Background: an optimization exercise with open tools, aiming at small area. Do not read the settings as production practice.
Only simulation tests tie the RTL to the original design; equivalence was not proved.
The flow treats the clock pin as an ideal source. Dropping or thinning the clock tree relies on that and would not hold on a real chip.

Setup of v16:
## main
module main(
    input [1:0] A,
    input [1:0] B,
    output [1:0] S,
    input Cin,
    output Cout,
    input CLK,
    input RST,
    output [11:8] SF_D,
    output LCD_E,
    output LCD_RS,
    output LCD_RW,
    output LCD_Enable
    );
For scale: ~160 cells after synthesis, roughly 21 flip-flops.
==> flow/config.mk <==
export PLATFORM = sky130hd
export DESIGN_NAME = main
export DESIGN_NICKNAME = main
export VERILOG_FILES = /design/flow/design.v
export SDC_FILE = /design/flow/constraint.sdc
export NUM_CORES = 4
export LEC_CHECK = 0
export CAP_MARGIN = 20
export CORE_MARGIN = 2
export CORE_UTILIZATION = 35
export GPL_TIMING_DRIVEN = 0
export SLEW_MARGIN = 20
==> flow/constraint.sdc <==
create_clock -name core_clock -period 20.0 [get_ports {CLK}]
set_input_delay 4.0000 -clock core_clock [delete_from_list [all_inputs] [get_ports {CLK}]]
set_output_delay 4.0000 -clock core_clock [all_outputs]
set_load 0.01 [all_outputs]
standard.sh (not shown) runs the stock make flow with config.mk's settings and CLKGATE_MAP_FILE= SYNTH_SCRIPT=/design/flow/synth_recipe.tcl, a recipe that flattens the netlist after the stock synthesis.
==> flow/flow/run.sh <==
#!/bin/bash
# Own layout flow: the standard flow (standard.sh) with these changes:
#  - synthesis maps the logic with several area-oriented ABC scripts (flow/abc_*.script) and keeps
#    the smallest result, without the adder-cell pre-mapping; the rest of synth_recipe.tcl
#    (register naming, flatten, rename) is unchanged;
#  - ports are buffered with sky130_fd_sc_hd__buf_1;
#  - after clock tree synthesis, flow/collapse.tcl replaces the tree with one clock buffer that
#    drives every flip-flop (POST_CTS_TCL hook of ORFS's cts.tcl).
# make's full output goes to make.log here; ORFS's own per-step logs are under orfs/logs/.
set -euo pipefail
W=$PWD
F=$FLOW_HOME
sed 's#^  log_cmd abc {\*}\$abc_args$#  source '"$W"'/flow/portfolio.tcl#' \
  "$F/scripts/synth.tcl" > "$W/area_synth.tcl"
grep -q "flow/portfolio.tcl" "$W/area_synth.tcl"
sed "s#\$::env(SCRIPTS_DIR)/synth.tcl#$W/area_synth.tcl#" "$W/synth_recipe.tcl" > "$W/area_synth_recipe.tcl"
grep -q "area_synth.tcl" "$W/area_synth_recipe.tcl"
bash "$W/standard.sh" \
  SYNTH_SCRIPT="$W/area_synth_recipe.tcl" \
  ADDER_MAP_FILE= \
  REMOVE_ABC_BUFFERS=1 \
  BUFFER_PORTS_ARGS="-buffer_cell sky130_fd_sc_hd__buf_1" \
  POST_CTS_TCL="$W/flow/collapse.tcl" \
  finish > "$W/make.log" 2>&1
Other scripts of this flow, unchanged in this note and not shown: flow/flow/abc_01.script, flow/flow/abc_02.script, flow/flow/abc_03.script, flow/flow/abc_04.script, flow/flow/abc_05.script, flow/flow/abc_06.script, flow/flow/abc_07.script, flow/flow/abc_08.script, flow/flow/abc_09.script, flow/flow/abc_10.script, flow/flow/abc_11.script, flow/flow/abc_12.script, flow/flow/abc_13.script, flow/flow/abc_14.script, flow/flow/abc_15.script, flow/flow/abc_16.script, flow/flow/abc_17.script, flow/flow/abc_18.script, flow/flow/abc_19.script, flow/flow/abc_20.script, flow/flow/abc_21.script, flow/flow/abc_22.script, flow/flow/abc_23.script, flow/flow/abc_24.script, flow/flow/abc_25.script, flow/flow/abc_26.script, flow/flow/collapse.tcl, flow/flow/portfolio.tcl
Here is what was changed in the inputs of v13 compared with v16.
- CORE_UTILIZATION: 35 -> 50
- PLACE_DENSITY: unset -> 0.7
- GPL_TIMING_DRIVEN: 0 -> unset
diff --git a/flow/flow/run.sh b/flow/flow/run.sh
--- a/flow/flow/run.sh
+++ b/flow/flow/run.sh
@@ -20,3 +20,2 @@
   ADDER_MAP_FILE= \
-  REMOVE_ABC_BUFFERS=1 \
   BUFFER_PORTS_ARGS="-buffer_cell sky130_fd_sc_hd__buf_1" \
Notes after the runs:
Measured against v13, the tapcell count of v16 comes out at 1.6 times the reference value. v13 vs v16: sequential share of layout area up in v13. Net count of the finished layout: v13 > v16. Against v16, v13 comes in 1 higher on total of plain and repair buffers excluding clock buffers.

## static timing again, ports no longer ideal
How much do the figures lean on ideal ports? The routed layouts below were timed once more, with nothing changed but the port constraints. Step 1 (the two cells are an assumption about what drives the block):
set clk [get_ports {CLK}]
set_driving_cell -lib_cell sky130_fd_sc_hd__clkbuf_16 $clk
set_driving_cell -lib_cell sky130_fd_sc_hd__buf_2 [delete_from_list [all_inputs] $clk]
Step 2, shift: input delay + t, output delay - t, t = (earliest + latest rising clock arrival at the registers) / 2. This alone moves slack from input paths to output paths. Three values: ideal ports, drivers, drivers and shift; two values: the first two.
run	shift t [ns]	setup slack, ns	worst data-port slew with drivers (ns)	pins driven straight from the clock port
v16	0.173	10.641 / 10.618 / 10.618	0.03	1
v13	0.174	10.683 / 10.663 / 10.663	0.03	1
After both steps every run listed still meets setup and hold. The setup slack of v16, which loses most, moves by -0.023 ns with the drivers and by -0.023 ns with both steps.
